Background: an optimization exercise with open tools, aiming at small area and a short achievable clock period. Do not read the settings as production practice. Function was checked by simulation only, so behaviour that the tests miss may differ from the original.

**run.sh**
```bash
#!/bin/bash
# synth_recipe.tcl (not shown) runs the flow's synth.tcl, then flattens the netlist and writes it again
# the make line also repeats each setting of config.mk as NAME=value (left out here)
make -C /OpenROAD-flow-scripts/flow DESIGN_CONFIG=/design/flow/config.mk WORK_HOME=/design/flow/orfs CLKGATE_MAP_FILE= SYNTH_SCRIPT=/design/flow/synth_recipe.tcl finish
```
**config.mk**
```make
export PLATFORM = sky130hd
export DESIGN_NAME = hog_top
export DESIGN_NICKNAME = hog_top
export VERILOG_FILES = /design/flow/design.v
export SDC_FILE = /design/flow/constraint.sdc
export NUM_CORES = 4
export LEC_CHECK = 0
export CAP_MARGIN = 20
export CORE_MARGIN = 2
export CORE_UTILIZATION = 55
export CTS_BUF_LIST = sky130_fd_sc_hd__clkbuf_16
export CTS_CLUSTER_DIAMETER = 80
export CTS_CLUSTER_SIZE = 24
export PLACE_DENSITY = 0.65
export SLEW_MARGIN = 20
export SYNTH_MEMORY_MAX_BITS = 65536
```
**constraint.sdc**
```tcl
create_clock -name core_clock -period 220.0 [get_ports {clk}]
set_input_delay 44.0000 -clock core_clock [delete_from_list [all_inputs] [get_ports {clk}]]
set_output_delay 44.0000 -clock core_clock [all_outputs]
set_load 0.01 [all_outputs]
```
**design.v**
```verilog
module magcode (
    input             clk,
    input      [7:0]  p_top,
    input      [7:0]  p_bot,
    input      [7:0]  p_left,
    input      [7:0]  p_right,
    output reg [12:0] mag,
    output reg [3:0]  code
);
    wire [8:0] dy = {1'b0, p_bot} - {1'b0, p_top};
    wire [8:0] dx = {1'b0, p_right} - {1'b0, p_left};
    wire [7:0] ay = dy[8] ? (~dy[7:0] + 8'd1) : dy[7:0];
    wire [7:0] ax = dx[8] ? (~dx[7:0] + 8'd1) : dx[7:0];
    wire       neg = (dy != 9'd0) & (dy[8] ^ dx[8]);
    reg  [7:0] s1_a, s1_b;
    reg        s1_neg;
    always @(posedge clk) begin
        s1_a <= ay;
        s1_b <= ax;
        s1_neg <= neg;
    end
    wire signed [23:0] e1 = ({1'b0, s1_a, 11'd0})
        - ({1'b0, s1_b})
        - ({1'b0, s1_b, 3'd0})
        + ({1'b0, s1_b, 5'd0})
        + ({1'b0, s1_b, 8'd0})
        - ({1'b0, s1_b, 10'd0});
    wire c1 = ~e1[23];
    wire signed [23:0] e2 = ({1'b0, s1_a, 12'd0})
        - ({1'b0, s1_b})
        + ({1'b0, s1_b, 2'd0})
        + ({1'b0, s1_b, 4'd0})
        + ({1'b0, s1_b, 7'd0})
        + ({1'b0, s1_b, 9'd0})
        - ({1'b0, s1_b, 12'd0});
    wire c2 = ~e2[23];
    wire signed [23:0] e3 = ({1'b0, s1_a, 13'd0})
        - ({1'b0, s1_b})
        + ({1'b0, s1_b, 2'd0})
        + ({1'b0, s1_b, 4'd0})
        + ({1'b0, s1_b, 7'd0})
        + ({1'b0, s1_b, 11'd0})
        - ({1'b0, s1_b, 14'd0});
    wire c3 = ~e3[23];
    wire signed [23:0] e4 = ({1'b0, s1_a, 6'd0})
        + ({1'b0, s1_b})
        + ({1'b0, s1_b, 2'd0})
        + ({1'b0, s1_b, 4'd0})
        + ({1'b0, s1_b, 7'd0})
        - ({1'b0, s1_b, 9'd0});
    wire c4 = ~e4[23];
    reg [3:0] code_w;
    always @(*) begin
        if (c4)              code_w = 4'd4;
        else if (!s1_neg) begin
            if (c3)          code_w = 4'd3;
            else if (c2)     code_w = 4'd2;
            else if (c1)     code_w = 4'd1;
            else             code_w = 4'd0;
        end else begin
            if (c3)          code_w = 4'd5;
            else if (c2)     code_w = 4'd6;
            else if (c1)     code_w = 4'd7;
            else             code_w = 4'd8;
        end
    end
    wire [16:0] sq = s1_a * s1_a + s1_b * s1_b;
    reg  [16:0] s2_x;
    reg  [3:0]  s2_code;
    always @(posedge clk) begin
        s2_x <= sq;
        s2_code <= code_w;
    end
    function [13+2:0] mrow;  
        input [14:0] rem;    
        input [12:0] root;   
        input [1:0]  two;
        reg   [16:0] r2, tr, df;
        reg          bw;
        integer k;
        begin
            r2 = {rem, two};
            tr = {2'b0, root, 2'b01};
            bw = 1'b0;
            for (k = 0; k < 17; k = k + 1) begin
                df[k] = r2[k] ^ tr[k] ^ bw;
                bw = (~r2[k] & tr[k]) | (~(r2[k] ^ tr[k]) & bw);
            end
            if (!bw) mrow = {df[14:0], 1'b1};
            else     mrow = {r2[14:0], 1'b0};
        end
    endfunction
    wire [25:0] mN = {1'b0, s2_x, 8'b0};
    wire [14:0] mrem [0:13];
    wire [12:0] mroot [0:13];
    assign mrem[0] = 15'd0;
    assign mroot[0] = 13'd0;
    genvar gi;
    generate
        for (gi = 1; gi <= 7; gi = gi + 1) begin : MR1
            wire [15:0] o = mrow(mrem[gi-1], mroot[gi-1], mN[25-2*(gi-1) -: 2]);
            assign mrem[gi] = o[15:1];
            assign mroot[gi] = {mroot[gi-1][11:0], o[0]};
        end
    endgenerate
    reg [7:0]  s3_rem;    
    reg [6:0]  s3_root;
    reg [3:0]  s3_low;   
    reg [3:0]  s3_code;
    always @(posedge clk) begin
        s3_rem <= mrem[7][7:0];
        s3_root <= mroot[7][6:0];
        s3_low <= mN[11:8];
        s3_code <= s2_code;
    end
    wire [14:0] mrem2 [7:13];
    wire [12:0] mroot2 [7:13];
    assign mrem2[7] = {7'd0, s3_rem};
    wire [11:0] mlow = {s3_low, 8'd0};
    assign mroot2[7] = {6'd0, s3_root};
    generate
        for (gi = 8; gi <= 13; gi = gi + 1) begin : MR2
            wire [15:0] o = mrow(mrem2[gi-1], mroot2[gi-1], mlow[11-2*(gi-8) -: 2]);
            assign mrem2[gi] = o[15:1];
            assign mroot2[gi] = {mroot2[gi-1][11:0], o[0]};
        end
    endgenerate
    always @(posedge clk) begin
        mag <= mroot2[13];
        code <= s3_code;
    end
endmodule
module divsqrt (
    input             clk,
    input      [18:0] rdat,
    input      [20:0] dsum,
    output reg [15:0] fea
);
    function [21:0] drow;    
        input [20:0] r;
        input [20:0] d;
        reg   [21:0] a, b, df;
        reg          bw;
        integer k;
        begin
            a = {r, 1'b0};
            b = {1'b0, d};
            bw = 1'b0;
            for (k = 0; k < 22; k = k + 1) begin
                df[k] = a[k] ^ b[k] ^ bw;
                bw = (~a[k] & b[k]) | (~(a[k] ^ b[k]) & bw);
            end
            if (!bw) drow = {df[20:0], 1'b1};
            else     drow = {a[20:0], 1'b0};
        end
    endfunction
    function [18:0] srow;    
        input [17:0] rem;
        input [15:0] root;
        input [1:0]  two;
        reg   [19:0] r2, tr, df;
        reg          bw;
        integer k;
        begin
            r2 = {rem, two};
            tr = {2'b0, root, 2'b01};
            bw = 1'b0;
            for (k = 0; k < 20; k = k + 1) begin
                df[k] = r2[k] ^ tr[k] ^ bw;
                bw = (~r2[k] & tr[k]) | (~(r2[k] ^ tr[k]) & bw);
            end
            if (!bw) srow = {df[17:0], 1'b1};
            else     srow = {r2[17:0], 1'b0};
        end
    endfunction
    wire [20:0] dv_r0 = {2'b0, rdat};
    wire [21:0] dr1 = drow(dv_r0, dsum);
    wire [21:0] dr2 = drow(dr1[21:1], dsum);
    wire [21:0] dr3 = drow(dr2[21:1], dsum);
    wire [21:0] dr4 = drow(dr3[21:1], dsum);
    reg [20:0] p0_r;
    reg [3:0] p0_q;
    always @(posedge clk) begin
        p0_r <= dr4[21:1];
        p0_q <= {dr1[0], dr2[0], dr3[0], dr4[0]};
    end
    wire [18:0] sr1 = srow(18'd0, 16'd0, {p0_q[3], p0_q[2]});
    wire [1:0] sr1_rem = sr1[2:1];
    wire [0:0] sr1_rt = sr1[0];
    wire [18:0] sr2 = srow(sr1_rem, sr1_rt, {p0_q[1], p0_q[0]});
    wire [2:0] sr2_rem = sr2[3:1];
    wire [1:0] sr2_rt = {sr1_rt, sr2[0]};
    wire [21:0] dr5 = drow(p0_r, dsum);
    wire [21:0] dr6 = drow(dr5[21:1], dsum);
    wire [21:0] dr7 = drow(dr6[21:1], dsum);
    wire [21:0] dr8 = drow(dr7[21:1], dsum);
    reg [20:0] p1_r;
    reg [2:0] p1_srem;
    reg [1:0] p1_root;
    reg [3:0] p1_q;
    always @(posedge clk) begin
        p1_r <= dr8[21:1];
        p1_srem <= sr2_rem;
        p1_root <= sr2_rt;
        p1_q <= {dr5[0], dr6[0], dr7[0], dr8[0]};
    end
    wire [18:0] sr3 = srow(p1_srem, p1_root, {p1_q[3], p1_q[2]});
    wire [3:0] sr3_rem = sr3[4:1];
    wire [2:0] sr3_rt = {p1_root, sr3[0]};
    wire [18:0] sr4 = srow(sr3_rem, sr3_rt, {p1_q[1], p1_q[0]});
    wire [4:0] sr4_rem = sr4[5:1];
    wire [3:0] sr4_rt = {sr3_rt, sr4[0]};
    wire [21:0] dr9 = drow(p1_r, dsum);
    wire [21:0] dr10 = drow(dr9[21:1], dsum);
    wire [21:0] dr11 = drow(dr10[21:1], dsum);
    wire [21:0] dr12 = drow(dr11[21:1], dsum);
    reg [20:0] p2_r;
    reg [4:0] p2_srem;
    reg [3:0] p2_root;
    reg [3:0] p2_q;
    always @(posedge clk) begin
        p2_r <= dr12[21:1];
        p2_srem <= sr4_rem;
        p2_root <= sr4_rt;
        p2_q <= {dr9[0], dr10[0], dr11[0], dr12[0]};
    end
    wire [18:0] sr5 = srow(p2_srem, p2_root, {p2_q[3], p2_q[2]});
    wire [5:0] sr5_rem = sr5[6:1];
    wire [4:0] sr5_rt = {p2_root, sr5[0]};
    wire [18:0] sr6 = srow(sr5_rem, sr5_rt, {p2_q[1], p2_q[0]});
    wire [6:0] sr6_rem = sr6[7:1];
    wire [5:0] sr6_rt = {sr5_rt, sr6[0]};
    wire [21:0] dr13 = drow(p2_r, dsum);
    wire [21:0] dr14 = drow(dr13[21:1], dsum);
    wire [21:0] dr15 = drow(dr14[21:1], dsum);
    wire [21:0] dr16 = drow(dr15[21:1], dsum);
    reg [20:0] p3_r;
    reg [6:0] p3_srem;
    reg [5:0] p3_root;
    reg [3:0] p3_q;
    always @(posedge clk) begin
        p3_r <= dr16[21:1];
        p3_srem <= sr6_rem;
        p3_root <= sr6_rt;
        p3_q <= {dr13[0], dr14[0], dr15[0], dr16[0]};
    end
    wire [18:0] sr7 = srow(p3_srem, p3_root, {p3_q[3], p3_q[2]});
    wire [7:0] sr7_rem = sr7[8:1];
    wire [6:0] sr7_rt = {p3_root, sr7[0]};
    wire [18:0] sr8 = srow(sr7_rem, sr7_rt, {p3_q[1], p3_q[0]});
    wire [8:0] sr8_rem = sr8[9:1];
    wire [7:0] sr8_rt = {sr7_rt, sr8[0]};
    wire [21:0] dr17 = drow(p3_r, dsum);
    wire [21:0] dr18 = drow(dr17[21:1], dsum);
    wire [21:0] dr19 = drow(dr18[21:1], dsum);
    wire [21:0] dr20 = drow(dr19[21:1], dsum);
    reg [20:0] p4_r;
    reg [8:0] p4_srem;
    reg [7:0] p4_root;
    reg [3:0] p4_q;
    always @(posedge clk) begin
        p4_r <= dr20[21:1];
        p4_srem <= sr8_rem;
        p4_root <= sr8_rt;
        p4_q <= {dr17[0], dr18[0], dr19[0], dr20[0]};
    end
    wire [18:0] sr9 = srow(p4_srem, p4_root, {p4_q[3], p4_q[2]});
    wire [9:0] sr9_rem = sr9[10:1];
    wire [8:0] sr9_rt = {p4_root, sr9[0]};
    wire [18:0] sr10 = srow(sr9_rem, sr9_rt, {p4_q[1], p4_q[0]});
    wire [10:0] sr10_rem = sr10[11:1];
    wire [9:0] sr10_rt = {sr9_rt, sr10[0]};
    wire [21:0] dr21 = drow(p4_r, dsum);
    wire [21:0] dr22 = drow(dr21[21:1], dsum);
    wire [21:0] dr23 = drow(dr22[21:1], dsum);
    wire [21:0] dr24 = drow(dr23[21:1], dsum);
    reg [20:0] p5_r;
    reg [10:0] p5_srem;
    reg [9:0] p5_root;
    reg [3:0] p5_q;
    always @(posedge clk) begin
        p5_r <= dr24[21:1];
        p5_srem <= sr10_rem;
        p5_root <= sr10_rt;
        p5_q <= {dr21[0], dr22[0], dr23[0], dr24[0]};
    end
    wire [18:0] sr11 = srow(p5_srem, p5_root, {p5_q[3], p5_q[2]});
    wire [11:0] sr11_rem = sr11[12:1];
    wire [10:0] sr11_rt = {p5_root, sr11[0]};
    wire [18:0] sr12 = srow(sr11_rem, sr11_rt, {p5_q[1], p5_q[0]});
    wire [12:0] sr12_rem = sr12[13:1];
    wire [11:0] sr12_rt = {sr11_rt, sr12[0]};
    wire [21:0] dr25 = drow(p5_r, dsum);
    wire [21:0] dr26 = drow(dr25[21:1], dsum);
    wire [21:0] dr27 = drow(dr26[21:1], dsum);
    wire [21:0] dr28 = drow(dr27[21:1], dsum);
    reg [20:0] p6_r;
    reg [12:0] p6_srem;
    reg [11:0] p6_root;
    reg [3:0] p6_q;
    always @(posedge clk) begin
        p6_r <= dr28[21:1];
        p6_srem <= sr12_rem;
        p6_root <= sr12_rt;
        p6_q <= {dr25[0], dr26[0], dr27[0], dr28[0]};
    end
    wire [18:0] sr13 = srow(p6_srem, p6_root, {p6_q[3], p6_q[2]});
    wire [13:0] sr13_rem = sr13[14:1];
    wire [12:0] sr13_rt = {p6_root, sr13[0]};
    wire [18:0] sr14 = srow(sr13_rem, sr13_rt, {p6_q[1], p6_q[0]});
    wire [14:0] sr14_rem = sr14[15:1];
    wire [13:0] sr14_rt = {sr13_rt, sr14[0]};
    wire [21:0] dr29 = drow(p6_r, dsum);
    wire [21:0] dr30 = drow(dr29[21:1], dsum);
    wire [21:0] dr31 = drow(dr30[21:1], dsum);
    wire [21:0] dr32 = drow(dr31[21:1], dsum);
    reg [14:0] p7_srem;
    reg [13:0] p7_root;
    reg [3:0] p7_q;
    always @(posedge clk) begin
        p7_srem <= sr14_rem;
        p7_root <= sr14_rt;
        p7_q <= {dr29[0], dr30[0], dr31[0], dr32[0]};
    end
    wire [18:0] sr15 = srow(p7_srem, p7_root, {p7_q[3], p7_q[2]});
    wire [15:0] sr15_rem = sr15[16:1];
    wire [14:0] sr15_rt = {p7_root, sr15[0]};
    wire [18:0] sr16 = srow(sr15_rem, sr15_rt, {p7_q[1], p7_q[0]});
    wire [16:0] sr16_rem = sr16[17:1];
    wire [15:0] sr16_rt = {sr15_rt, sr16[0]};
    always @(posedge clk) fea <= sr16_rt;
endmodule
module hog_top (
    input               clk,
    input               rst,
    input               ready,
    output              request,
    input   [767 : 0]   i_data_fetch,
    output  [19 : 0]    fea,
    output              o_valid
);
    reg  [5:0] fcnt;
    reg        req;
    reg        req_o;    
    wire       accept = req & ready;
    assign request = req_o;
    always @(posedge clk) begin
        if (!rst) begin
            fcnt <= 6'd0;
            req <= 1'b1;
            req_o <= 1'b1;
        end else if (accept || !req) begin
            fcnt <= fcnt + 6'd1;
            req <= (fcnt == 6'd63);
            req_o <= ((fcnt + 6'd1) == 6'd0);
        end
    end
    reg [7:0] ch [0:79];
    always @(posedge clk) begin
        ch[0] <= req ? i_data_fetch[512 +: 8] : ch[1];
        ch[1] <= req ? i_data_fetch[520 +: 8] : ch[2];
        ch[2] <= req ? i_data_fetch[528 +: 8] : ch[3];
        ch[3] <= req ? i_data_fetch[536 +: 8] : ch[4];
        ch[4] <= req ? i_data_fetch[544 +: 8] : ch[5];
        ch[5] <= req ? i_data_fetch[552 +: 8] : ch[6];
        ch[6] <= req ? i_data_fetch[560 +: 8] : ch[7];
        ch[7] <= req ? i_data_fetch[568 +: 8] : ch[8];
        ch[8] <= req ? i_data_fetch[0 +: 8] : ch[9];
        ch[9] <= req ? i_data_fetch[8 +: 8] : ch[10];
        ch[10] <= req ? i_data_fetch[16 +: 8] : ch[11];
        ch[11] <= req ? i_data_fetch[24 +: 8] : ch[12];
        ch[12] <= req ? i_data_fetch[32 +: 8] : ch[13];
        ch[13] <= req ? i_data_fetch[40 +: 8] : ch[14];
        ch[14] <= req ? i_data_fetch[48 +: 8] : ch[15];
        ch[15] <= req ? i_data_fetch[56 +: 8] : ch[16];
        ch[16] <= req ? i_data_fetch[64 +: 8] : ch[17];
        ch[17] <= req ? i_data_fetch[72 +: 8] : ch[18];
        ch[18] <= req ? i_data_fetch[80 +: 8] : ch[19];
        ch[19] <= req ? i_data_fetch[88 +: 8] : ch[20];
        ch[20] <= req ? i_data_fetch[96 +: 8] : ch[21];
        ch[21] <= req ? i_data_fetch[104 +: 8] : ch[22];
        ch[22] <= req ? i_data_fetch[112 +: 8] : ch[23];
        ch[23] <= req ? i_data_fetch[120 +: 8] : ch[24];
        ch[24] <= req ? i_data_fetch[128 +: 8] : ch[25];
        ch[25] <= req ? i_data_fetch[136 +: 8] : ch[26];
        ch[26] <= req ? i_data_fetch[144 +: 8] : ch[27];
        ch[27] <= req ? i_data_fetch[152 +: 8] : ch[28];
        ch[28] <= req ? i_data_fetch[160 +: 8] : ch[29];
        ch[29] <= req ? i_data_fetch[168 +: 8] : ch[30];
        ch[30] <= req ? i_data_fetch[176 +: 8] : ch[31];
        ch[31] <= req ? i_data_fetch[184 +: 8] : ch[32];
        ch[32] <= req ? i_data_fetch[192 +: 8] : ch[33];
        ch[33] <= req ? i_data_fetch[200 +: 8] : ch[34];
        ch[34] <= req ? i_data_fetch[208 +: 8] : ch[35];
        ch[35] <= req ? i_data_fetch[216 +: 8] : ch[36];
        ch[36] <= req ? i_data_fetch[224 +: 8] : ch[37];
        ch[37] <= req ? i_data_fetch[232 +: 8] : ch[38];
        ch[38] <= req ? i_data_fetch[240 +: 8] : ch[39];
        ch[39] <= req ? i_data_fetch[248 +: 8] : ch[40];
        ch[40] <= req ? i_data_fetch[256 +: 8] : ch[41];
        ch[41] <= req ? i_data_fetch[264 +: 8] : ch[42];
        ch[42] <= req ? i_data_fetch[272 +: 8] : ch[43];
        ch[43] <= req ? i_data_fetch[280 +: 8] : ch[44];
        ch[44] <= req ? i_data_fetch[288 +: 8] : ch[45];
        ch[45] <= req ? i_data_fetch[296 +: 8] : ch[46];
        ch[46] <= req ? i_data_fetch[304 +: 8] : ch[47];
        ch[47] <= req ? i_data_fetch[312 +: 8] : ch[48];
        ch[48] <= req ? i_data_fetch[320 +: 8] : ch[49];
        ch[49] <= req ? i_data_fetch[328 +: 8] : ch[50];
        ch[50] <= req ? i_data_fetch[336 +: 8] : ch[51];
        ch[51] <= req ? i_data_fetch[344 +: 8] : ch[52];
        ch[52] <= req ? i_data_fetch[352 +: 8] : ch[53];
        ch[53] <= req ? i_data_fetch[360 +: 8] : ch[54];
        ch[54] <= req ? i_data_fetch[368 +: 8] : ch[55];
        ch[55] <= req ? i_data_fetch[376 +: 8] : ch[56];
        ch[56] <= req ? i_data_fetch[384 +: 8] : ch[57];
        ch[57] <= req ? i_data_fetch[392 +: 8] : ch[58];
        ch[58] <= req ? i_data_fetch[400 +: 8] : ch[59];
        ch[59] <= req ? i_data_fetch[408 +: 8] : ch[60];
        ch[60] <= req ? i_data_fetch[416 +: 8] : ch[61];
        ch[61] <= req ? i_data_fetch[424 +: 8] : ch[62];
        ch[62] <= req ? i_data_fetch[432 +: 8] : ch[63];
        ch[63] <= req ? i_data_fetch[440 +: 8] : ch[64];
        ch[64] <= req ? i_data_fetch[448 +: 8] : ch[65];
        ch[65] <= req ? i_data_fetch[456 +: 8] : ch[66];
        ch[66] <= req ? i_data_fetch[464 +: 8] : ch[67];
        ch[67] <= req ? i_data_fetch[472 +: 8] : ch[68];
        ch[68] <= req ? i_data_fetch[480 +: 8] : ch[69];
        ch[69] <= req ? i_data_fetch[488 +: 8] : ch[70];
        ch[70] <= req ? i_data_fetch[496 +: 8] : ch[71];
        ch[71] <= req ? i_data_fetch[504 +: 8] : ch[72];
        ch[72] <= req ? i_data_fetch[704 +: 8] : ch[73];
        ch[73] <= req ? i_data_fetch[712 +: 8] : ch[74];
        ch[74] <= req ? i_data_fetch[720 +: 8] : ch[75];
        ch[75] <= req ? i_data_fetch[728 +: 8] : ch[76];
        ch[76] <= req ? i_data_fetch[736 +: 8] : ch[77];
        ch[77] <= req ? i_data_fetch[744 +: 8] : ch[78];
        ch[78] <= req ? i_data_fetch[752 +: 8] : ch[79];
        ch[79] <= i_data_fetch[760 +: 8];
    end
    reg [63:0] lcol, rcol;
    always @(posedge clk) begin
        if (req) begin
            lcol <= i_data_fetch[72*8 +: 64];
            rcol <= i_data_fetch[80*8 +: 64];
        end
    end
    reg lastpend;
    always @(posedge clk) lastpend <= rst & (fcnt == 6'd63);
    wire [5:0] pix = fcnt - 6'd1;
    wire       pv  = (fcnt != 6'd0) | lastpend;
    wire [7:0] lsel = lcol[pix[5:3]*8 +: 8];
    wire [7:0] rsel = rcol[pix[5:3]*8 +: 8];
    wire [7:0] p_top = ch[0];
    wire [7:0] p_bot = ch[16];
    wire [7:0] p_left  = (pix[2:0] == 3'd0) ? lsel : ch[7];
    wire [7:0] p_right = (pix[2:0] == 3'd7) ? rsel : ch[9];
    wire [12:0] s4_mag;
    wire [3:0]  s4_code;
    magcode u_magcode (.clk(clk), .p_top(p_top), .p_bot(p_bot), .p_left(p_left),
        .p_right(p_right), .mag(s4_mag), .code(s4_code));
    reg [6:1] pvv;
    always @(posedge clk) begin
        if (!rst) pvv <= 6'd0;
        else pvv <= {pvv[5:1], pv};
    end
    reg [12:0] s5_mag; reg [3:0] s5_code;
    always @(posedge clk) begin s5_mag <= s4_mag; s5_code <= s4_code; end
    reg [12:0] s6_mag; reg [3:0] s6_code;
    always @(posedge clk) begin s6_mag <= s5_mag; s6_code <= s5_code; end
    wire [12:0] a_mag = s6_mag;
    wire [3:0]  a_code = s6_code;
    wire        a_v = pvv[6];
    reg [5:0]  acnt;
    reg        xflag;
    reg [18:0] acc [0:8];
    wire       afirst = (acnt == 6'd0);
    wire [18:0] acc_sel = afirst ? 19'd0 : acc[a_code];
    wire [18:0] acc_sum = acc_sel + {6'd0, a_mag};
    always @(posedge clk) begin
        if (!rst) begin
            acnt <= 6'd0;
            xflag <= 1'b0;
        end else begin
            if (a_v) acnt <= acnt + 6'd1;
            xflag <= a_v & (acnt == 6'd63);
        end
    end
    integer ii;
    always @(posedge clk) begin
        if (a_v) begin
            for (ii = 0; ii < 9; ii = ii + 1)
                if (a_code == ii)
                    acc[ii] <= acc_sum;
                else if (afirst)
                    acc[ii] <= 19'd0;
        end
    end
    reg [170:0] st [0:41];
    always @(posedge clk) begin
        if (xflag) begin
            st[0] <= {acc[8], acc[7], acc[6], acc[5], acc[4], acc[3], acc[2], acc[1], acc[0]};
            for (ii = 1; ii < 42; ii = ii + 1)
                st[ii] <= st[ii-1];
        end
    end
    reg [8:0] wp;
    always @(posedge clk) begin
        if (!rst) wp <= 9'd0;
        else wp <= {wp[7:0], xflag};
    end
    wire wflag = wp[8];
    reg [10:0] ncnt;
    reg [6:0]  tcnt;
    reg [5:0]  m40;       
    reg        ge42;      
    reg        ov, ovr;
    reg        ov_o;     
    reg [10:0] ncnt_n;
    reg [5:0]  m40_n;
    reg        ge42_n;
    wire [6:0] tcnt_nr = wflag ? 7'd1 : tcnt + 7'd1;
    wire       frame_end = (ncnt == 11'd1200);
    always @(*) begin
        ncnt_n = ncnt;
        m40_n = m40;
        ge42_n = ge42;
        if (wflag) begin
            if (frame_end) begin
                ncnt_n = 11'd0; m40_n = 6'd0; ge42_n = 1'b0;
            end else begin
                ncnt_n = ncnt + 11'd1;
                m40_n = (m40 == 6'd39) ? 6'd0 : m40 + 6'd1;
                ge42_n = ge42 | (ncnt == 11'd41);
            end
        end else if (frame_end && ovr && !ov) begin
            ncnt_n = 11'd0; m40_n = 6'd0; ge42_n = 1'b0;
        end
    end
    wire [6:0] tw = tcnt_nr - 7'd27;
    wire ov_n2 = ge42_n && (tw < 7'd36) && (m40_n != 6'd1);
    wire ov_n = ge42_n && (tcnt_nr >= 7'd27) && (tcnt_nr < 7'd63) && (m40_n != 6'd1);
    always @(posedge clk) begin
        ncnt <= rst ? ncnt_n : 11'd0;
        m40 <= rst ? m40_n : 6'd0;
        ge42 <= rst & ge42_n;
        tcnt <= rst ? tcnt_nr : 7'd0;
        ov <= rst & ov_n;
        ov_o <= rst & ov_n2;
        ovr <= ov;
    end
    assign o_valid = ov_o;
    localparam integer LL = 9;
    reg [3:0] rbin;      
    reg [2:0] rgrp;      
    reg       ract;      
    reg [4:0] scnt;      
    reg       fresh;
    wire [4:0] scnt_n = xflag ? 5'd1 : (scnt != 5'd0 && scnt != 5'd18) ? scnt + 5'd1 : 5'd0;
    wire [6:0] rofs = tcnt_nr - (7'd27 - LL);
    always @(posedge clk) begin
        scnt <= rst ? scnt_n : 5'd0;
        if (scnt_n != 5'd0) begin
            ract <= 1'b0;
            rgrp <= (scnt_n <= 5'd9) ? 3'd0 : 3'd1;
            rbin <= (scnt_n <= 5'd9) ? scnt_n - 5'd1 : scnt_n - 5'd10;
        end else begin
            ract <= (rofs < 7'd36);
            rgrp <= 3'd2 + rofs / 9;
            rbin <= rofs % 9;
        end
        if (!rst) fresh <= 1'b0;
        else if (wflag) fresh <= 1'b1;
        else if (tcnt == 7'd127) fresh <= 1'b0;
    end
    reg [170:0] rcell;
    always @(*) begin
        case (rgrp)
            3'd0: rcell = st[40];
            3'd1: rcell = st[0];
            3'd2: rcell = st[41];
            3'd3: rcell = st[40];
            3'd4: rcell = st[1];
            default: rcell = st[0];
        endcase
    end
    wire [18:0] rdat = rcell[rbin*19 +: 19];
    reg [20:0] sacc, dsum;
    reg [19:0] psum;
    always @(posedge clk) begin
        if (scnt == 5'd1)
            sacc <= {1'b0, psum} + {2'b0, rdat} + 21'd1;
        else if (scnt != 5'd0)
            sacc <= sacc + {2'b0, rdat};
        if (fresh && tcnt == 7'd26 - LL)
            dsum <= sacc;
        if (ract && fresh && rgrp == 3'd3 && rbin == 4'd0)
            psum <= {1'b0, rdat};
        else if (ract && fresh && (rgrp == 3'd3 || rgrp == 3'd5))
            psum <= psum + {1'b0, rdat};
    end
    wire [15:0] fea_r;
    divsqrt u_divsqrt (.clk(clk), .rdat(rdat), .dsum(dsum), .fea(fea_r));
    assign fea = {4'b0, fea_r};
endmodule
```
==> metrics.log, run 1 <==
[metrics] outcome: timing/DRC/antenna clean
[metrics] clock-pin slew reported for the worst setup and hold paths after clock tree synthesis: 90 ps
[metrics] endpoints failing hold: 0
[metrics] largest net degree at the start of global routing: 209
[metrics] number of max-slew violations in the final report: 0
[metrics] First DRT Iteration DRCs: 13100
[metrics] number of cells traversed by the worst hold path: 0
[metrics] reg2reg setup slack: 183080 ps
[metrics] Slew Limit Headroom: 12.2%
[metrics] hold buffer count at cts: 0
[metrics] ordered cell list for the critical path: clkdlybuf4s50_1
[metrics] wire length of the first global-routing pass: 818000 um
[metrics] area added between synthesis and finish: 10.1%
[metrics] H-Tree Depth: 5
[metrics] number of antenna violations at the first check in global routing: 87
[metrics] drt total wl: 557000 um
[metrics] detailed-route DRC error count: 0
[metrics] share of cells above drive strength 1: 12.3%
[metrics] Synth Flop Type: sky130_fd_sc_hd__edfxtp_1
[metrics] via count of the first global-routing pass: 127000
[metrics] maximum buffer depth of the clock tree: 4
[metrics] via count normalized by instance count: 5.44
[metrics] clock buffer count from CTS: 432
[metrics] final weighted congestion of routability-driven global placement: 0.894
[metrics] initial standard-cell utilization of the core: 55.2%
[metrics] Die Span Y: 755 um
[metrics] global-route congestion overflow total: 0
[metrics] TritonRoute pass-1 iters: 6
[metrics] global routing usage summed across all routing layers: 19.2%
[metrics] category of the worst setup path launch point: flip-flop
[metrics] post-synthesis average cell area: 20.3 sq um
[metrics] share of flip-flops with an asynchronous set or reset after synthesis: 0%
[metrics] master of the slowest instance on the critical path: sky130_fd_sc_hd__clkdlybuf4s50_1
[metrics] number of primary I/O pins: 793
[metrics] top cell family by delay on the critical path: buffers and inverters
[metrics] number of storage elements in the synthesis netlist: 8682
[metrics] most common cell after layout, fill and taps aside: sky130_fd_sc_hd__edfxtp_1
[metrics] Slowest Stage Delay on Critical Path: 570 ps
[metrics] number of setup violations in the final report: 0
[metrics] Die Outline Area: 570000 sq um
[metrics] total of cells resized after clock tree synthesis: 0
[metrics] Yosys warning count: 6
[metrics] Fmax achieved: 21.7 MHz
[metrics] Post-CTS Setup Bufs: 0
[metrics] post-detail-place hpwl: 367000 um
[metrics] critical path start-end classification: flip-flop to primary output
[metrics] Die Span X: 755 um
[metrics] Final nets: 18500
[metrics] number of flops mapped to enable cells by yosys: 7542
[metrics] cells after synthesis: 15300
[metrics] area of the mapped netlist: 310000 sq um
[metrics] worst hold path class: flip-flop to flip-flop
[metrics] Tmin final: 45980 ps
[metrics] Netlist cell types: 111
[metrics] area of the core: 561000 sq um
[metrics] Worst Hold Path EP: s5_code[0]$_DFF_P_
[metrics] TritonCTS clock tree: done
[metrics] sequential-to-total area share from yosys stat: 80.4%
[metrics] number of vias in the routed layout: 131000
[metrics] max capacitance violation total: 0
[metrics] largest fanout on the critical path: 1
[metrics] signal arrival time at the worst endpoint: 1980 ps
[metrics] Port-buffer cells: 788
[metrics] root buffer selected by CTS: sky130_fd_sc_hd__clkbuf_16
[metrics] setup repair after global routing missed its margin: false
[metrics] share of the cycle needed by the critical path after routing: 20.9%
[metrics] Finished Layout Cells: 24100
[metrics] end of the worst register-to-register path: u_divsqrt.p0_r[1]$_DFF_P_
[metrics] Final ANT Viol Nets: 0
[metrics] startpoint of the most critical hold path: u_magcode.code[0]$_DFF_P_
[metrics] Clk Latency, worst-skew pair: 1060 ps
[metrics] logic depth of the worst register-to-register path: 102
[metrics] skew final: 77.0 ps
[metrics] top library cells by usage in the layout, fill and taps aside: 7542 x sky130_fd_sc_hd__edfxtp_1, 1132 x sky130_fd_sc_hd__dfxtp_1, 1038 x sky130_fd_sc_hd__mux2_2
[metrics] num rows: 275
[metrics] number of sinks on the clock net: 8682
[metrics] Worst R2R Start: rgrp[2]$_SDFF_PN0_
[metrics] buffer and inverter count on the worst path: 1
[metrics] CP required: 176000 ps
[metrics] actual slew at the worst max-slew pin: 1310 ps
[metrics] cell total after placement: 23400
[metrics] critical path endpoint category: primary output
[metrics] average detailed-routed wire length per instance: 23.1 um
[metrics] total negative slack for setup checks: 0 ps
worst max-delay path by stage:
stage | start | end | slack (ps) | cells after the start
6_report | ov_o$_DFF_P_ | o_valid | 174020 | 1
5_1_grt | ov_o$_DFF_P_ | o_valid | 173900 | 1
4_1_cts | ov_o$_DFF_P_ | o_valid | 173860 | 1
3_5_place_dp | rst | ov$_DFF_P_ | 173540 | 6
3_3_place_gp | rst | ov$_DFF_P_ | 173590 | 6
2_1_floorplan | xflag$_SDFF_PN0_ | st[0][0]$_DFFE_PP_ | 53630 | 0
flip-flops by register name, indices dropped and copies added (netlist names), 14 cells and up:
register / flops
u_divsqrt.p7_root: 14
u_divsqrt.p3_r: 21
acc: 171
st: 7182
u_divsqrt.p6_r: 21
ch: 640
u_divsqrt.p7_srem: 15
u_divsqrt.p0_r: 21
sacc: 21
u_magcode.s2_x: 17
u_divsqrt.p2_r: 21
u_divsqrt.p4_r: 21
lcol: 64
psum: 20
dsum: 21
u_divsqrt.fea: 16
u_divsqrt.p5_r: 21
rcol: 64
u_divsqrt.p1_r: 21
per-layer routing:
layer	share of wire [%]	global-route usage [%]
met5	0.028	0
met2	43	27.7
met3	6.0	3.15
met4	3.8	6.65
met1	47	30.0
synth_stat cells (all sizes together) (28+ instances only):
cell,number,area (sq um)
a211oi,30,225
a21o,69,518
a21oi,323,1630
a221o,65,652
a221oi,43,412
a222oi,29,290
a22oi,43,337
a31oi,38,253
and2,61,382
and3,28,180
buf,100,439
clkbuf,294,1100
dfxtp,1140,22800
edfxtp,7542,226000
fa,901,18000
ha,441,5520
inv,501,1880
mux2,1040,11700
mux2i,378,3800
mux4,69,1550
nand2,511,1930
nand2b,40,250
nand3,88,440
nor2,444,1670
nor2b,45,282
nor3,78,405
o211ai,35,282
o21a,51,383
o21ai,279,1400
o22ai,45,288
xnor2,149,1310
xor2,54,473
stage by stage:
step / hold WS, ps / setup WS (ps) / util, % / instance area (sq um)
floorplan: 310 / 53630 / - / 310000
global placement: 311 / 173590 / 58.5 / 328000
detailed placement: 312 / 173540 / 58.5 / 328000
CTS: 320 / 173860 / 60.8 / 341000
global route: 312 / 173900 / 60.8 / 341000
finish: 309 / 174020 / 60.8 / 341000
cell type report:
cell class	instances	area, sq um
repair buffers	1070	10300
multi-input cells	5693	57500
inverters	510	1910
flip-flops and latches	8682	249000
fillers	39500	220000
clock buffers	436	10900
diodes	33	82.6
clock inverters	199	1920
well taps	7479	9360
kinds of logic after synthesis:
group	count (synthesis)	share of synthesized area, %
flip-flops	8682	80.4
multiplexers	1487	5.51
AND/OR/NAND/NOR	1411	2.06
adder cells (fa/ha/maj)	1343	7.60
AO/OA/AOI/OAI	1244	2.71
buffers and inverters	904	1.12
XOR/XNOR	204	0.581
other	1	0.00121
==> run 2: changes to the inputs <==
==> flow/run.sh (new file) <==
#!/bin/bash
# The standard layout (standard.sh: standard synthesis, floorplan,
# placement, CTS, routing), with one change: the buffers that the flow puts
# on every input and output port are sky130_fd_sc_hd__buf_2 cells instead of
# the default choice.  make's output goes to standard.log; each ORFS step
# keeps its own log under orfs/logs.
export BUFFER_PORTS_ARGS="-buffer_cell sky130_fd_sc_hd__buf_2"
bash standard.sh > standard.log 2>&1
==> standard.sh (new file) <==
#!/bin/bash
# synth_recipe.tcl (not shown) runs the flow's synth.tcl, then flattens the netlist and writes it again
# the make line also repeats each setting of config.mk as NAME=value (left out here)
make -C /OpenROAD-flow-scripts/flow DESIGN_CONFIG=/design/flow/config.mk WORK_HOME=/design/flow/orfs CLKGATE_MAP_FILE= SYNTH_SCRIPT=/design/flow/synth_recipe.tcl "${@:-finish}"
removed: run.sh
==> run 2 against run 1 <==
Net effect: cell count is 0.18% higher; maximum frequency is 0.85% higher; largest cell class unchanged; sequential cell count stayed put.
==> metrics.log, run 2 <==
[metrics] hold buffer count at cts: 0
[metrics] register with the most flip-flops: st
[metrics] area added between synthesis and finish: 8.94%
[metrics] number of flops mapped to enable cells by yosys: 7542
[metrics] final weighted congestion of routability-driven global placement: 0.893
[metrics] share of flip-flops with an asynchronous set or reset after synthesis: 0%
[metrics] master of the slowest instance on the critical path: sky130_fd_sc_hd__dfxtp_1
[metrics] Fmax achieved: 21.9 MHz
[metrics] First DRT Iteration DRCs: 12900
[metrics] top library cells by usage in the layout, fill and taps aside: 7542 x sky130_fd_sc_hd__edfxtp_1, 1132 x sky130_fd_sc_hd__dfxtp_1, 1038 x sky130_fd_sc_hd__mux2_2
[metrics] number of setup violations in the final report: 0
[metrics] most common cell in the synthesized netlist: sky130_fd_sc_hd__edfxtp_1
[metrics] Finished Cell Area: 338000 sq um
[metrics] number of antenna violations at the first check in global routing: 182
[metrics] clock-pin slew reported for the worst setup and hold paths after clock tree synthesis: 90 ps
[metrics] global routing usage summed across all routing layers: 19.1%
[metrics] most used standard cells in the synthesized netlist: 7542 x sky130_fd_sc_hd__edfxtp_1, 1140 x sky130_fd_sc_hd__dfxtp_1, 1038 x sky130_fd_sc_hd__mux2_2
[metrics] most common cell after layout, fill and taps aside: sky130_fd_sc_hd__edfxtp_1
[metrics] total negative slack for setup checks: 0 ps
[metrics] category of the worst setup path launch point: flip-flop
[metrics] number of storage elements in the synthesis netlist: 8682
[metrics] root buffer selected by CTS: sky130_fd_sc_hd__clkbuf_16
[metrics] average detailed-routed wire length per instance: 22.9 um
[metrics] number of sinks on the clock net: 8682
[metrics] Synth area leader: sky130_fd_sc_hd__edfxtp_1
[metrics] H-Tree Depth: 5
[metrics] cell count along the critical path: 1
[metrics] maximum buffer depth of the clock tree: 4
[metrics] clock buffer count from CTS: 433
[metrics] global-route congestion overflow total: 0
[metrics] detailed-route DRC error count: 0
[metrics] Final nets: 18500
[metrics] logic depth of the worst register-to-register path: 103
[metrics] area of the mapped netlist: 310000 sq um
[metrics] largest net degree at the start of global routing: 222
[metrics] via count of the first global-routing pass: 128000
[metrics] Netlist cell types: 111
[metrics] wire length of the first global-routing pass: 814000 um
[metrics] Synth Flop Type: sky130_fd_sc_hd__edfxtp_1
[metrics] sequential-to-total area share from yosys stat: 80.4%
[metrics] number of vias in the routed layout: 131000
[metrics] share of the cycle needed by the critical path after routing: 20.7%
[metrics] skew final: 113 ps
[metrics] TritonCTS clock tree: done
[metrics] critical path endpoint category: primary output
[metrics] Slew Limit Headroom: 20.6%
[metrics] number of primary I/O pins: 793
[metrics] num rows: 275
[metrics] share of cells above drive strength 1: 17.1%
[metrics] actual slew at the worst max-slew pin: 1190 ps
[metrics] initial standard-cell utilization of the core: 55.2%
[metrics] buffer and inverter count on the worst path: 1
[metrics] worst hold path class: flip-flop to flip-flop
[metrics] cells after synthesis: 15300
[metrics] max capacitance violation total: 0
[metrics] number of cells traversed by the worst hold path: 0
[metrics] largest fanout on the critical path: 1
[metrics] TritonRoute pass-1 iters: 8
[metrics] dominant cells by area after synthesis: sky130_fd_sc_hd__edfxtp_1 73%, sky130_fd_sc_hd__dfxtp_1 7.4%, sky130_fd_sc_hd__fa_1 5.8%
[metrics] Yosys warning count: 6
[metrics] endpoints failing hold: 0
[metrics] Die Span Y: 755 um
[metrics] post-detail-place hpwl: 366000 um
[metrics] max reg flops: 7182
[metrics] drt total wl: 553000 um
[metrics] total of cells resized after clock tree synthesis: 0
[metrics] top cell family by delay on the critical path: flip-flops
[metrics] number of max-slew violations in the final report: 0
[metrics] Slowest Stage Delay on Critical Path: 400 ps
[metrics] Die Outline Area: 570000 sq um
[metrics] largest registers: st x7182, ch x640, acc x171
[metrics] Clk Latency, worst-skew pair: 1090 ps
[metrics] Final ANT Viol Nets: 0
[metrics] area of the core: 561000 sq um
[metrics] area fraction of the dominant cell type after synthesis: 73.1%
[metrics] setup repair after global routing missed its margin: false
[metrics] via count normalized by instance count: 5.43
[metrics] ordered cell list for the critical path: buf_2
[metrics] area of placed instances: 324000 sq um
[metrics] Port-buffer cells: 788
[metrics] Die Span X: 755 um
[metrics] Tmin final: 45590 ps
[metrics] CP required: 176000 ps
[metrics] critical path start-end classification: flip-flop to primary output
[metrics] Post-CTS Setup Bufs: 0
[metrics] outcome: timing/DRC/antenna clean
[metrics] post-synthesis average cell area: 20.3 sq um
[metrics] signal arrival time at the worst endpoint: 1590 ps
[run 2: cell count changes in the layout (fill, tap and decap cells not counted), sizes merged]
cell and delta:
buf +787, bufinv +3, clkbuf -2, clkdlybuf4s50 -788, clkinv +7, clkinvlp +1, diode +16, inv +19
[run 2: worst paths after layout]
kind / from / to / slack (ps)
worst max-delay path: ov_o$_DFF_P_ / o_valid / 174410
worst min-delay path: s5_mag[0]$_DFF_P_ / s6_mag[0]$_DFF_P_ / 280
worst max register to register: rgrp[1]$_SDFF_PN0_ / u_divsqrt.p0_r[20]$_DFF_P_ / 182770
worst min register to register: s5_mag[0]$_DFF_P_ / s6_mag[0]$_DFF_P_ / 280
[run 2: kinds of logic after synthesis]
group	synth area share [%]
simple gates	2.06
other cells	0.00121
buf+inv	1.12
flops	80.4
fa+ha+maj	7.60
xor+xnor	0.581
mux	5.51
compound gates	2.71
[run 2: layout make-up]
type / instances / area, sq um
diodes: 49 / 123
repair buffers: 1069 / 6420
well taps: 7479 / 9360
multi-input cells: 5693 / 57500
fillers: 40000 / 224000
clock inverters: 229 / 2180
flip-flops and latches: 8682 / 249000
clock buffers: 434 / 10900
inverters: 510 / 1910
[run 2: routing by layer]
| layer | vias up | part of all wire [%] | global-route usage (%) |
|---|---|---|---|
| met1 | 66700 | 47 | 29.6 |
| met5 | - | 0.10 | 0 |
| met2 | 3452 | 43 | 27.7 |
| li1 | 59800 | - | - |
| met3 | 1002 | 6.1 | 3.48 |
| met4 | 90 | 3.9 | 6.43 |
[run 2: metrics by stage]
step	hold slack, ps	std cells	utilization (%)	setup slack [ps]
floorplan	310	15300	-	53630
global placement	311	23400	57.8	174580
detailed placement	312	23400	57.8	174540
CTS	283	24100	60.1	174250
global route	288	24100	60.2	174310
finish	281	24100	60.2	174410
==> run 3: changes to the inputs <==
==> flow/run.sh (replaced) <==
#!/bin/bash
# The standard layout (standard.sh: standard synthesis, floorplan,
# placement, CTS, routing), with two changes: the buffers that the flow puts
# on every input and output port are sky130_fd_sc_hd__buf_2 cells, and CTS
# inserts no dummy loads.  make's output goes to standard.log; each ORFS step
# keeps its own log under orfs/logs.
export BUFFER_PORTS_ARGS="-buffer_cell sky130_fd_sc_hd__buf_2"
export CTS_ARGS="-sink_clustering_enable -repair_clock_nets -sink_clustering_size 28 -sink_clustering_max_diameter 90 -buf_list sky130_fd_sc_hd__clkbuf_16 -dont_use_dummy_load"
bash standard.sh > standard.log 2>&1
--- a/config.mk
+++ b/config.mk
@@ -11,4 +11,4 @@
 export CTS_BUF_LIST = sky130_fd_sc_hd__clkbuf_16
-export CTS_CLUSTER_DIAMETER = 80
-export CTS_CLUSTER_SIZE = 24
+export CTS_CLUSTER_DIAMETER = 90
+export CTS_CLUSTER_SIZE = 28
 export PLACE_DENSITY = 0.65
==> run 3 against run 2 <==
Net effect: synthesized area is the same; global-route usage shrank 0.13 points; count of clock-buffer cells in the layout shrank 71; register-to-register slack gained 20 ps; hold slack gained 26 ps; wire length shrank 0.46%; maximum frequency grew 0.12%; non-clock buffer count is the same; critical path type unchanged; critical endpoint unchanged.
==> metrics.log, run 3 <==
[metrics] area of the core: 561000 sq um
[metrics] Slowest Stage Delay on Critical Path: 400 ps
[metrics] Slew Limit Headroom: 22.2%
[metrics] Final nets: 18400
[metrics] critical path endpoint category: primary output
[metrics] number of vias in the routed layout: 130000
[metrics] H-Tree Depth: 5
[metrics] TritonRoute pass-1 iters: 9
[metrics] Synth area leader: sky130_fd_sc_hd__edfxtp_1
[metrics] cells after synthesis: 15300
[metrics] largest fanout on the critical path: 1
[metrics] Clk Latency, worst-skew pair: 1020 ps
[metrics] critical path start-end classification: flip-flop to primary output
[metrics] most common cell after layout, fill and taps aside: sky130_fd_sc_hd__edfxtp_1
[metrics] number of antenna violations at the first check in global routing: 181
[metrics] share of flip-flops with an asynchronous set or reset after synthesis: 0%
[metrics] endpoints failing hold: 0
[metrics] global routing usage summed across all routing layers: 19.0%
[metrics] total of cells resized after clock tree synthesis: 0
[metrics] global-route congestion overflow total: 0
[metrics] clock buffer count from CTS: 363
[metrics] clock-pin slew reported for the worst setup and hold paths after clock tree synthesis: 100 ps
[metrics] number of sinks on the clock net: 8682
[metrics] share of the cycle needed by the critical path after routing: 20.7%
[metrics] area fraction of the dominant cell type after synthesis: 73.1%
[metrics] Fmax achieved: 22.0 MHz
[metrics] post-synthesis average cell area: 20.3 sq um
[metrics] CP required: 176000 ps
[metrics] top library cells by usage in the layout, fill and taps aside: 7542 x sky130_fd_sc_hd__edfxtp_1, 1132 x sky130_fd_sc_hd__dfxtp_1, 1038 x sky130_fd_sc_hd__mux2_2
[metrics] most common cell in the synthesized netlist: sky130_fd_sc_hd__edfxtp_1
[metrics] First DRT Iteration DRCs: 13100
[metrics] Post-CTS Setup Bufs: 0
[metrics] hold buffer count at cts: 0
[metrics] Die Span X: 755 um
[metrics] number of setup violations in the final report: 0
[metrics] most used standard cells in the synthesized netlist: 7542 x sky130_fd_sc_hd__edfxtp_1, 1140 x sky130_fd_sc_hd__dfxtp_1, 1038 x sky130_fd_sc_hd__mux2_2
[metrics] via count normalized by instance count: 5.46
[metrics] root buffer selected by CTS: sky130_fd_sc_hd__clkbuf_16
[metrics] Die Span Y: 755 um
[metrics] num rows: 275
[metrics] largest net degree at the start of global routing: 222
[metrics] via count of the first global-routing pass: 126000
[metrics] drt total wl: 551000 um
[metrics] Tmin final: 45540 ps
[metrics] top cell family by delay on the critical path: flip-flops
[metrics] number of flops mapped to enable cells by yosys: 7542
[metrics] category of the worst setup path launch point: flip-flop
[metrics] Die Outline Area: 570000 sq um
[metrics] layout filler cell count: 40300
[metrics] Netlist cell types: 111
[metrics] total negative slack for setup checks: 0 ps
[metrics] average detailed-routed wire length per instance: 23.1 um
[metrics] post-detail-place hpwl: 366000 um
[metrics] final weighted congestion of routability-driven global placement: 0.893
[metrics] Final ANT Viol Nets: 0
[metrics] detailed-route DRC error count: 0
[metrics] TritonCTS clock tree: done
[metrics] worst hold path class: flip-flop to flip-flop
[metrics] number of storage elements in the synthesis netlist: 8682
[metrics] Port-buffer cells: 788
[metrics] signal arrival time at the worst endpoint: 1540 ps
[metrics] share of cells above drive strength 1: 16.3%
[metrics] buffer and inverter count on the worst path: 1
[metrics] Synth Flop Type: sky130_fd_sc_hd__edfxtp_1
[metrics] setup repair after global routing missed its margin: false
[metrics] ordered cell list for the critical path: buf_2
[metrics] outcome: timing/DRC/antenna clean
[metrics] sequential-to-total area share from yosys stat: 80.4%
[metrics] number of max-slew violations in the final report: 0
[metrics] Yosys warning count: 6
[metrics] register with the most flip-flops: st
[metrics] initial standard-cell utilization of the core: 55.2%
[metrics] area added between synthesis and finish: 7.66%
[metrics] dominant cells by area after synthesis: sky130_fd_sc_hd__edfxtp_1 73%, sky130_fd_sc_hd__dfxtp_1 7.4%, sky130_fd_sc_hd__fa_1 5.8%
[metrics] area of the mapped netlist: 310000 sq um
[metrics] actual slew at the worst max-slew pin: 1160 ps
[metrics] maximum buffer depth of the clock tree: 4
[metrics] wire length of the first global-routing pass: 808000 um
[metrics] max capacitance violation total: 0
[metrics] number of primary I/O pins: 793
[metrics] max reg flops: 7182
[metrics] master of the slowest instance on the critical path: sky130_fd_sc_hd__dfxtp_1
[metrics] largest registers: st x7182, ch x640, acc x171
[metrics] skew final: 105 ps
[run 3: final timing paths]
| check | from | end | slack (ps) | cells past startpoint |
|---|---|---|---|---|
| min reg2reg | u_magcode.s2_x[3]$_DFF_P_ | u_magcode.s3_low[3]$_DFF_P_ | 310 | 0 |
| min | u_magcode.s2_x[3]$_DFF_P_ | u_magcode.s3_low[3]$_DFF_P_ | 310 | 0 |
| max | ov_o$_DFF_P_ | o_valid | 174460 | 1 |
| max reg2reg | rgrp[1]$_SDFF_PN0_ | u_divsqrt.p0_r[11]$_DFF_P_ | 182790 | 103 |
[run 3: cell type report]
cell class	instances	area, sq um	share of cell area [%]
flip-flops and latches	8682	249000	74.7
multi-input cells	5693	57500	17.2
well taps	7479	9360	2.80
clock buffers	363	9080	2.72
repair buffers	1069	6420	1.92
inverters	510	1910	0.574
diodes	45	113	0.0337
[run 3: stage by stage]
stage	cell area, sq um	instances	setup slack [ps]	util [%]	hold slack [ps]
5_1_grt	334000	23800	174340	59.5	320
3_3_place_gp	324000	23400	174580	57.8	311
4_1_cts	333000	23800	174320	59.4	294
6_report	334000	23800	174460	59.5	307
3_5_place_dp	324000	23400	174540	57.8	312
2_1_floorplan	310000	15300	53630	-	310
[run 3: cells by family (layout without fill, tap and decap cells)]
logic type               Yosys count  after routing  synth area share (%)
flip-flops                      8682           8682                  80.4
multiplexers                    1487           1487                  5.51
AND/OR/NAND/NOR                 1411           1411                  2.06
adder cells (fa/ha/maj)         1343           1343                  7.60
AO/OA/AOI/OAI                   1244           1244                  2.71
buffers and inverters            904           1942                  1.12
XOR/XNOR                         204            204                 0.581
other                              1             49               0.00121
[run 3: metal layers]
metal / global-route usage, % / wire length [um]
met5: 0 / 534
met4: 6.49 / 21900
met3: 3.08 / 32300
met2: 27.6 / 238000
met1: 29.5 / 258000

[what the ideal ports hide]
No port has a modelled driver above. Below, the same layouts with a new extraction and two added sets of constraints. Step 1 (the two cells are an assumption about what drives the block):
set clk [get_ports {clk}]
set_driving_cell -lib_cell sky130_fd_sc_hd__clkbuf_16 $clk
set_driving_cell -lib_cell sky130_fd_sc_hd__buf_2 [delete_from_list [all_inputs] $clk]
Step 2, shift: input delay + t, output delay - t, t = (earliest + latest rising clock arrival at the registers) / 2. This alone moves slack from input paths to output paths. Three values: ideal ports, drivers, drivers and shift; two values: the first two.
run	t, ns	slack for setup (ns)	clock arrival spread, ns	slew at the worst register clock pin (ns)
run 1	1.169	174.023 / 173.877 / 173.627	0.109 / 0.109	0.11 / 0.11
run 2	1.179	174.410 / 174.265 / 174.583	0.118 / 0.118	0.11 / 0.11
run 3	1.119	174.463 / 174.316 / 174.590	0.123 / 0.123	0.12 / 0.12
After both steps every run listed still meets setup and hold. The setup slack of run 1, which loses most, moves by -0.146 ns with the drivers and by -0.396 ns with both steps.
